Source: an optimization exercise on an open RTL-to-GDS flow (aim: small area and a short achievable clock period). Production flows keep margins and buffers that such runs may drop.
The RTL was checked by simulation tests, not by an equivalence proof against the original design.

## flow/design.v (module list and top-level ports; edited modules follow where they fit)
// module lab2_pipe: 2691 lines
// module lab2_fa: 4 lines
// module lab2_x2: 3 lines
// module lab2_bsel: 3 lines
// module lab2_x3: 3 lines
// module lab2_nor: 3 lines
module lab2_pipe (
    input clk,
    input rst,
    input start,
    input [31:0] x,
    output reg rdy,
    output [31:0] y
);
  // ...
==> flow/flow/run.sh <==
#!/bin/bash
set -euo pipefail
export BUFFER_PORTS_ARGS="-buffer_cell sky130_fd_sc_hd__buf_2"
bash standard.sh > standard_flow.log 2>&1
==> flow/standard.sh <==
#!/bin/bash
# synth_recipe.tcl (not shown) runs the flow's synth.tcl, then flattens the netlist and writes it again
# the make line also repeats each setting of config.mk as NAME=value (left out here)
make -C /OpenROAD-flow-scripts/flow DESIGN_CONFIG=/design/flow/config.mk WORK_HOME=/design/flow/orfs CLKGATE_MAP_FILE= SYNTH_SCRIPT=/design/flow/synth_recipe.tcl "${@:-finish}"
==> flow/config.mk <==
export PLATFORM = sky130hd
export DESIGN_NAME = lab2_pipe
export DESIGN_NICKNAME = lab2_pipe
export VERILOG_FILES = /design/flow/design.v
export SDC_FILE = /design/flow/constraint.sdc
export NUM_CORES = 4
export LEC_CHECK = 0
export CAP_MARGIN = 20
export CORE_MARGIN = 2
export CORE_UTILIZATION = 60
export CTS_CLUSTER_DIAMETER = 80
export CTS_CLUSTER_SIZE = 22
export PLACE_DENSITY = 0.7
export SLEW_MARGIN = 75
export SYNTH_HIERARCHICAL = 1
==> flow/constraint.sdc <==
create_clock -name core_clock -period 15.0 [get_ports {clk}]
set_input_delay 3.0000 -clock core_clock [delete_from_list [all_inputs] [get_ports {clk}]]
set_output_delay 3.0000 -clock core_clock [all_outputs]
set_load 0.01 [all_outputs]
==> reports/metrics.csv, run 1 <==
metric,value,unit
status,"complete, no violations",
leftover overflow at the end of global routing,0,
cells after synthesis,2919,
time the worst path needs with I/O delays and setup,4.039,ns
total of flip-flops plus latches after synthesis,351,
standard-cell row count,82,
cell count along the critical path,1,
number of buffers on the longest clock path,3,
Reg area,7184,um^2
kind of end point of the critical path,output port,
"commonest cells after routing, fill and taps aside","sky130_fd_sc_hd__nand2_1 (873), sky130_fd_sc_hd__fa_1 (682), sky130_fd_sc_hd__dfxtp_1 (299)",
fraction of synthesized cell area taken by the top area cell type,0.4516,
antenna diode instance count,0,
Initial DRT Pass Iterations,6,
overall die height,229.3,um
Largest cell class,multi-input combinational cells,
top fanout value on the critical path,1,
area of the multi-input gates,22650,um^2
"Arr. time, crit path",1.04,ns
met2 demand-to-capacity share in global routing,0.5266,
setup TNS after final layout,0,ns
met3 Usage GRT,0.06113,
number of violations reported at the end of detailed-routing iteration 0,1855,
max FFs per register,95,
==> run 2, diff against run 1 <==
--- a/flow/config.mk
+++ b/flow/config.mk
@@ -10,6 +10,6 @@
 export CORE_UTILIZATION = 60
 export CTS_CLUSTER_DIAMETER = 80
 export CTS_CLUSTER_SIZE = 22
-export PLACE_DENSITY = 0.7
+export PLACE_DENSITY = 0.75
 export SLEW_MARGIN = 75
 export SYNTH_HIERARCHICAL = 1
==> reports/metrics.csv, run 2 <==
metric,value,unit,change
area of the multi-input gates,22690,um^2,"was 22,650 um^2"
I/O pin count,68,,unchanged
endpoints failing setup,0,,unchanged
number of buffers on the longest clock path,3,,unchanged
worst clock skew,0.03688,ns,was 0.02024 ns
most common cell in the synthesized netlist,sky130_fd_sc_hd__nand2_1,,unchanged
cell type group with the largest total delay on the critical path,flip-flops,,unchanged
"Async S/R FF share, synth",0,,unchanged
type of the worst setup path,reg2out,,unchanged
Die Outline Area,52580,um^2,unchanged
count of cells resized by post-cts repair,0,,unchanged
share of post-route cells with drive strength above 1,0.09801,,was 0.09530
number of antenna violations at the first check in global routing,2,,was 0
fraction of synthesized cell area taken by the top area cell type,0.4516,,unchanged
proportion of synthesized chip area in sequential cells,0.2307,,unchanged
Crit path buffers/inverters,1,,unchanged
initial standard-cell utilization of the core,0.6070,,unchanged
via count of the first global-routing pass,24150,,"was 23,580"
number of violations reported at the end of detailed-routing iteration 0,1769,,"was 1,855"
wire length per cell after detailed routing,21.91,um,was 21.95 um
H-tree depth,1,,unchanged
required time of the critical path,12.00,ns,about the same
xor/xnor share of the synthesized area,0.05637,,unchanged
HPWL after detailed placement,57.72,mm,about the same
Via density,5.939,,was 5.894
main combinational cell family by area after synthesis,adder cells,,unchanged
quantity of I/O buffers inserted on ports,66,,unchanged
area growth from synthesis to final layout,7.576,%,was 7.830%
later-pin clock latency in the skew report,0.57,ns,was 0.58 ns
max FFs per register,95,,unchanged
Initial DRT Pass Iterations,5,,was 6
number of DRC violations after detailed routing,0,,unchanged
Mapped Avg Cell Area,10.43,um^2,unchanged
number of clock sinks,351,,unchanged
first-pass GRT wire length,127.1,mm,was 127.0 mm
core region area,50170,um^2,unchanged
"slowest stage cell, crit path",sky130_fd_sc_hd__dfxtp_1,,unchanged
multiplexer fraction of the synthesized cell area,0.0006573,,unchanged
number of fillers in the final layout,3794,,"was 3,845"
Hold WC Path Type,reg2reg,,unchanged
register containing the most flip-flops in the final layout,r4_cs,,unchanged
minimum hold slack,0.3287,ns,was 0.3285 ns
Die Width,229.3,um,unchanged
standard-cell row count,82,,unchanged
leftover overflow at the end of global routing,0,,unchanged
r2r worst-path depth,12,,was 13
"commonest cells after routing, fill and taps aside","sky130_fd_sc_hd__nand2_1 (873), sky130_fd_sc_hd__fa_1 (682), sky130_fd_sc_hd__dfxtp_1 (293)",,"was sky130_fd_sc_hd__nand2_1 (873), sky130_fd_sc_hd__fa_1 (682), sky130_fd_sc_hd__dfxtp_1 (299)"
overall fraction of global-route tracks in use,0.3105,,was 0.3123
synth cell count leaders,"sky130_fd_sc_hd__nand2_1 (873), sky130_fd_sc_hd__fa_1 (687), sky130_fd_sc_hd__dfxtp_1 (351)",,unchanged
net count after synthesis,3706,,unchanged
number of pins with negative max-slew slack in the final report,0,,unchanged
"Arr. time, crit path",1.00,ns,was 1.04 ns
final cycle utilization of the critical path,0.2670,,was 0.2693
routability congestion estimate,0.8809,,was 0.8667
total of flip-flops plus latches after synthesis,351,,unchanged
clock buffers created by TritonCTS,24,,was 27
Crit Reg-Reg Endpoint,y_r[31]$_SDFF_PP0_,,was r2_x2l[19]$_DFF_P_
final cell area excluding filler cells,32760,um^2,"was 32,840 um^2"
Largest regs,"r4_cs: 95 flops, r1_x: 32 flops",,unchanged
Post-Synthesis Cell Area,30460,um^2,unchanged
post-layout utilization of the core,0.6530,,was 0.6546
buffers inserted during post-CTS setup optimization,0,,unchanged
cells after synthesis,2919,,unchanged
cell types with the largest area share after synthesis,"sky130_fd_sc_hd__fa_1 (45%), sky130_fd_sc_hd__dfxtp_1 (23%), sky130_fd_sc_hd__nand2_1 (11%)",,unchanged
"Hold Violations, Final",0,,unchanged
setup repair after global routing missed its margin,no,,unchanged
worst-case hold path end point,r3_x[20]$_DFF_P_,,was r3_x[13]$_DFF_P_
Reg area,7204,um^2,was 7184 um^2
max incr delay on CP,0.32,ns,was 0.33 ns
via total after detailed routing,21270,,"was 21,150"
number of warnings reported in the yosys synthesis log,7,,unchanged
number of buffers inserted by hold repair at cts,0,,unchanged
setup TNS after final layout,0,ns,unchanged
pin count of the biggest net entering global routing,33,,unchanged
cell type with the highest aggregate area in the netlist,sky130_fd_sc_hd__fa_1,,unchanged
Post-Synth Adder-Cell Area,0.4783,,unchanged
Max Freq,249.7,MHz,was 247.6 MHz
clock transition at the register clock pins on the worst setup and hold paths after CTS,0.08,ns,about the same
simple-gate share of the synthesized area,0.1585,,unchanged
time the worst path needs with I/O delays and setup,4.004,ns,was 4.039 ns
post-synthesis compound-gate area fraction,0.04067,,unchanged
nature of the critical path startpoint,flip-flop,,unchanged
detailed-route wire length,78.48,mm,was 78.79 mm
Post-synth EDFFs,0,,unchanged
top fanout value on the critical path,1,,unchanged
CTS tree,done,,unchanged
kind of end point of the critical path,output port,,unchanged
"antenna viol nets, final",0,,unchanged
most used flip-flop cell after synthesis,sky130_fd_sc_hd__dfxtp_1,,unchanged
final net count,3677,,"was 3,685"
cell chain of the critical path,buf_2,,unchanged
most frequent standard cell in the layout excluding fill and tap cells,sky130_fd_sc_hd__nand2_1,,unchanged
cell depth of the worst min-delay path,0,,unchanged
worst hold path startpoint,r2_x[20]$_DFF_P_,,was r2_x[13]$_DFF_P_
buffer type at the clock tree root,sky130_fd_sc_hd__clkbuf_16,,unchanged
standard cell area after detailed placement,31820,um^2,"was 31,800 um^2"
Worst R2R Start,r4_cs[42]$_DFF_P_,,was r1_x[4]$_DFF_P_
status,"complete, no violations",,unchanged
number of distinct library cells after synthesis,71,,unchanged
max capacitance violation total,0,,unchanged
overall die height,229.3,um,unchanged
-- run 2: stage by stage --
| step | instances | worst slack, ns |
|---|---|---|
| finish | 3581 | 11.00 |
| global route | 3580 | 10.86 |
| CTS | 3578 | 10.96 |
| detailed placement | 3534 | 10.93 |
| global placement | 3513 | 10.44 |
| floorplan | 2919 | 11.06 |
-- run 2: per-module statistics from Yosys, one instance, submodules excluded --
module	flops+latches	cell area (um^2)	copies in the design
lab2_fa	0	20.02	682
lab2_nor	0	3.754	34
lab2_pipe	351	15740	1
lab2_x2	0	8.758	107
-- run 2: cells by family after synthesis --
group | after synthesis
compound gates | 185
xor+xnor | 196
fa+ha+maj | 752
buf+inv | 275
flops | 351
mux | 2
other cells | 1
simple gates | 1157
-- run 2: how the worst max path moves through the flow --
stage | from | endpoint | slack [ns] | cells after the start
final | y_r[24]$_SDFF_PP0_ | y[24] | 11.00 | 1
after global routing | r4_cs[42]$_DFF_P_ | y_r[31]$_SDFF_PP0_ | 10.86 | 12
after CTS | y_r[8]$_SDFF_PP0_ | y[8] | 10.96 | 1
after detailed placement | rst | y_r[29]$_SDFF_PP0_ | 10.93 | 6
after global placement | r1_x[2]$_DFF_P_ | r2_x2l[19]$_DFF_P_ | 10.44 | 12
after floorplan | r1_x[2]$_DFF_P_ | r2_x2l[18]$_DFF_P_ | 11.06 | 13
-- run 2: layer usage --
layer,vias to the layer above,global-route usage,share of wire
met5,-,0,0
met4,0,0.1664,0.059
met3,329,0.06723,0.094
met2,1287,0.5264,0.49
met1,10740,0.3723,0.36
li1,8909,-,-
-- run 2: layout make-up --
class                           instances  area share
Tap cell                              672     0.02566
Clock inverter                         14    0.004697
Inverter                              100     0.01153
Antenna cell                            1  0.00007638
Timing Repair Buffer                  120     0.02521
Clock buffer                           30     0.02028
Multi-Input combinational cell       2293      0.6926
Sequential cell                       351      0.2199
==> run 3, diff against run 2 <==
--- a/flow/config.mk
+++ b/flow/config.mk
@@ -11,5 +11,5 @@
 export CTS_CLUSTER_DIAMETER = 80
 export CTS_CLUSTER_SIZE = 22
 export PLACE_DENSITY = 0.75
-export SLEW_MARGIN = 75
+export SLEW_MARGIN = 70
 export SYNTH_HIERARCHICAL = 1
==> reports/metrics.csv, run 3 <==
metric,value,unit,change
Top Usage Layer GRT,met2,,unchanged
total of flip-flops plus latches after synthesis,351,,unchanged
leftover overflow at the end of global routing,0,,unchanged
CTS tree,done,,unchanged
status,"complete, no violations",,unchanged
final cycle utilization of the critical path,0.2742,,was 0.2670
antenna diode instance count,0,,was 1
register containing the most flip-flops in the final layout,r4_cs,,unchanged
time the worst path needs with I/O delays and setup,4.113,ns,was 4.004 ns
cell type group with the largest total delay on the critical path,adder cells,,was flip-flops
via count of the first global-routing pass,23860,,"was 24,150"
most frequent standard cell in the layout excluding fill and tap cells,sky130_fd_sc_hd__nand2_1,,unchanged
cell types with the largest area share after synthesis,"sky130_fd_sc_hd__fa_1 (45%), sky130_fd_sc_hd__dfxtp_1 (23%), sky130_fd_sc_hd__nand2_1 (11%)",,unchanged
Via density,5.939,,about the same
most common cell in the synthesized netlist,sky130_fd_sc_hd__nand2_1,,unchanged
initial standard-cell utilization of the core,0.6070,,unchanged
"antenna viol nets, final",0,,unchanged
Worst R2R Start,r1_x[4]$_DFF_P_,,was r4_cs[42]$_DFF_P_
GR met1 Demand/Resource,0.3795,,was 0.3723
Largest regs,"r4_cs: 95 flops, r1_x: 32 flops",,unchanged
number of pins with negative max-slew slack in the final report,0,,unchanged
HPWL after detailed placement,57.25,mm,was 57.72 mm
synth cell count leaders,"sky130_fd_sc_hd__nand2_1 (873), sky130_fd_sc_hd__fa_1 (687), sky130_fd_sc_hd__dfxtp_1 (351)",,unchanged
worst hold path startpoint,r2_x[27]$_DFF_P_,,was r2_x[20]$_DFF_P_
"slowest stage cell, crit path",sky130_fd_sc_hd__fa_1,,was sky130_fd_sc_hd__dfxtp_1
max capacitance violation total,0,,unchanged
detailed-route wire length,78.62,mm,was 78.48 mm
count of cells resized by post-cts repair,0,,unchanged
buffers inserted during post-CTS setup optimization,0,,unchanged
met2 demand-to-capacity share in global routing,0.5284,,was 0.5264
overall die height,229.3,um,unchanged
first-pass GRT wire length,127.3,mm,was 127.1 mm
share of post-route cells with drive strength above 1,0.08843,,was 0.09801
setup repair after global routing missed its margin,no,,unchanged
Post-synth EDFFs,0,,unchanged
Max Freq,243.1,MHz,was 249.7 MHz
number of antenna violations at the first check in global routing,1,,was 2
standard-cell row count,82,,unchanged
max incr delay on CP,0.47,ns,was 0.32 ns
later-pin clock latency in the skew report,0.58,ns,was 0.57 ns
Hold WC Path Type,reg2reg,,unchanged
via total after detailed routing,21180,,"was 21,270"
Crit Reg-Reg Endpoint,r2_x2l[19]$_DFF_P_,,was y_r[31]$_SDFF_PP0_
met3 Usage GRT,0.06711,,was 0.06723
area of the multi-input gates,22610,um^2,"was 22,690 um^2"
worst clock skew,0.02127,ns,was 0.03688 ns
number of fillers in the final layout,3822,,"was 3,794"
fraction of synthesized cell area taken by the top area cell type,0.4516,,unchanged
clock buffers created by TritonCTS,25,,was 24
cell chain of the critical path,buf_4 > nand2_1 > fa_1 > fa_1 > fa_1 > fa_1 > ha_1 > nor2_1 > a21oi_1 > and2_1 > o211ai_1 > o21ai_1 > o31ai_1,,was buf_2
crit-path most repeated cell,sky130_fd_sc_hd__fa_1,,
Die Outline Area,52580,um^2,unchanged
cell depth of the worst min-delay path,0,,unchanged
quantity of I/O buffers inserted on ports,66,,unchanged
number of buffers on the longest clock path,3,,unchanged
number of buffers inserted by hold repair at cts,0,,unchanged
proportion of synthesized chip area in sequential cells,0.2307,,unchanged
Post-Synthesis Cell Area,30460,um^2,unchanged
"Arr. time, crit path",4.54,ns,was 1.00 ns
minimum hold slack,0.3280,ns,was 0.3287 ns
top fanout value on the critical path,29,,was 1
setup TNS after final layout,0,ns,unchanged
max FFs per register,95,,unchanged
Crit path buffers/inverters,1,,unchanged
wire length per cell after detailed routing,22.04,um,was 21.91 um
worst-case hold path end point,r3_x[27]$_DFF_P_,,was r3_x[20]$_DFF_P_
cells after synthesis,2919,,unchanged
number of violations reported at the end of detailed-routing iteration 0,1917,,"was 1,769"
number of distinct library cells after synthesis,71,,unchanged
type of the worst setup path,reg2reg,,was reg2out
nature of the critical path startpoint,flip-flop,,unchanged
routability congestion estimate,0.8809,,unchanged
area growth from synthesis to final layout,6.618,%,was 7.576%
endpoints failing setup,0,,unchanged
buffer type at the clock tree root,sky130_fd_sc_hd__clkbuf_16,,unchanged
"Hold Violations, Final",0,,unchanged
Initial DRT Pass Iterations,6,,was 5
Reg area,7181,um^2,was 7204 um^2
cell type with the highest aggregate area in the netlist,sky130_fd_sc_hd__fa_1,,unchanged
most used flip-flop cell after synthesis,sky130_fd_sc_hd__dfxtp_1,,unchanged
clock transition at the register clock pins on the worst setup and hold paths after CTS,0.08,ns,about the same
H-tree depth,1,,unchanged
pin count of the biggest net entering global routing,61,,was 33
required time of the critical path,15.43,ns,was 12.00 ns
number of warnings reported in the yosys synthesis log,7,,unchanged
overall fraction of global-route tracks in use,0.3121,,was 0.3105
Die Width,229.3,um,unchanged
Mapped Avg Cell Area,10.43,um^2,unchanged
final net count,3665,,"was 3,677"
kind of end point of the critical path,flip-flop,,was output port
I/O pin count,68,,unchanged
number of clock sinks,351,,unchanged
core region area,50170,um^2,unchanged
"commonest cells after routing, fill and taps aside","sky130_fd_sc_hd__nand2_1 (873), sky130_fd_sc_hd__fa_1 (683), sky130_fd_sc_hd__dfxtp_1 (296)",,"was sky130_fd_sc_hd__nand2_1 (873), sky130_fd_sc_hd__fa_1 (682), sky130_fd_sc_hd__dfxtp_1 (293)"
r2r worst-path depth,13,,was 12
net count after synthesis,3706,,unchanged
"Async S/R FF share, synth",0,,unchanged
number of DRC violations after detailed routing,0,,unchanged
## run 3: how the worst max path moves through the flow
stage / to / depth (start not counted) / slack [ns] / start
floorplan: r2_x2l[18]$_DFF_P_ / 13 / 11.06 / r1_x[2]$_DFF_P_
global route: r2_x2l[19]$_DFF_P_ / 13 / 10.75 / r1_x[4]$_DFF_P_
global placement: r2_x2l[19]$_DFF_P_ / 12 / 10.44 / r1_x[2]$_DFF_P_
detailed placement: r2_x2l[19]$_DFF_P_ / 13 / 10.94 / r1_x[4]$_DFF_P_
CTS: r2_x2l[19]$_DFF_P_ / 13 / 10.89 / r1_x[4]$_DFF_P_
finish: r2_x2l[19]$_DFF_P_ / 13 / 10.89 / r1_x[4]$_DFF_P_
## run 3: final cells by class
cell class                 count  area share
inverter                     100     0.01164
sequential                   351      0.2211
clock buffer                  29     0.01973
timing repair buffer         107     0.01961
clock inverter                15    0.005780
multi-input combinational   2293      0.6962
tap                          672     0.02589
## run 3: logic make-up (layout without fill, tap and decap cells)
family,count (synthesis),in the layout,synth area share
DFF,351,351,0.2307
adders and majority gates,752,752,0.4783
other,1,1,0.0001231
buffers and inverters,275,251,0.03467
muxes,2,2,0.0006574
and+or+nand+nor,1157,1157,0.1585
xor gates and xnor gates,196,196,0.05637
AOI/OAI and AO/OA,185,185,0.04067
## run 3: routing by layer
metal  up-vias  part of all wire
li1       8891                 -
met1     10700              0.35
met2      1288              0.49
met3       302              0.10
met4         0             0.058
met5         -                 0
## run 3: modules after synthesis (local to each module, per instance)
module	cell area, um^2	flip-flops and latches	copies in the design
lab2_nor	3.754	0	34
lab2_fa	20.02	0	682
lab2_pipe	15740	351	1
lab2_x2	8.758	0	107
## run 3: through the flow
stage	cells	util	setup WS, ns	cell area, um^2
finish	3567	0.6472	10.89	32470
global route	3567	0.6472	10.75	32470
CTS	3566	0.6451	10.89	32360
detailed placement	3522	0.6286	10.94	31540
global placement	3513	0.6215	10.44	31180
floorplan	2919	-	11.06	30460

-- re-timing with driven ports --
How much do the figures lean on ideal ports? The routed layouts below were timed once more, with nothing changed but the port constraints. Step 1 sets driving cells, clkbuf_16 on the clock port and buf_2 on the other inputs (assumed; they add their load-dependent delay and slew). Step 2 adds t to the input delays and takes it off the output delays; t is the mean of the earliest and latest rising clock arrival at the registers after step 1. Input paths then give back, and output paths get back, about the clock's delay inside the block. Three values: no drivers, after step 1, after step 2; two values: the first two.
| run | t (ns) | setup slack, ns | latest minus earliest clock arrival (ns) | worst register clock-pin slew, ns |
|---|---|---|---|---|
| run 1 | 0.633 | 10.961 / 10.900 / 10.941 | 0.027 / 0.027 | 0.09 / 0.09 |
| run 2 | 0.603 | 10.996 / 10.944 / 10.902 | 0.037 / 0.038 | 0.09 / 0.09 |
| run 3 | 0.620 | 10.887 / 10.887 / 10.887 | 0.023 / 0.022 | 0.09 / 0.09 |
After both steps setup and hold are still met in every run listed. The setup slack of run 2, which loses most, moves by -0.052 ns with the drivers and by -0.094 ns with both steps.
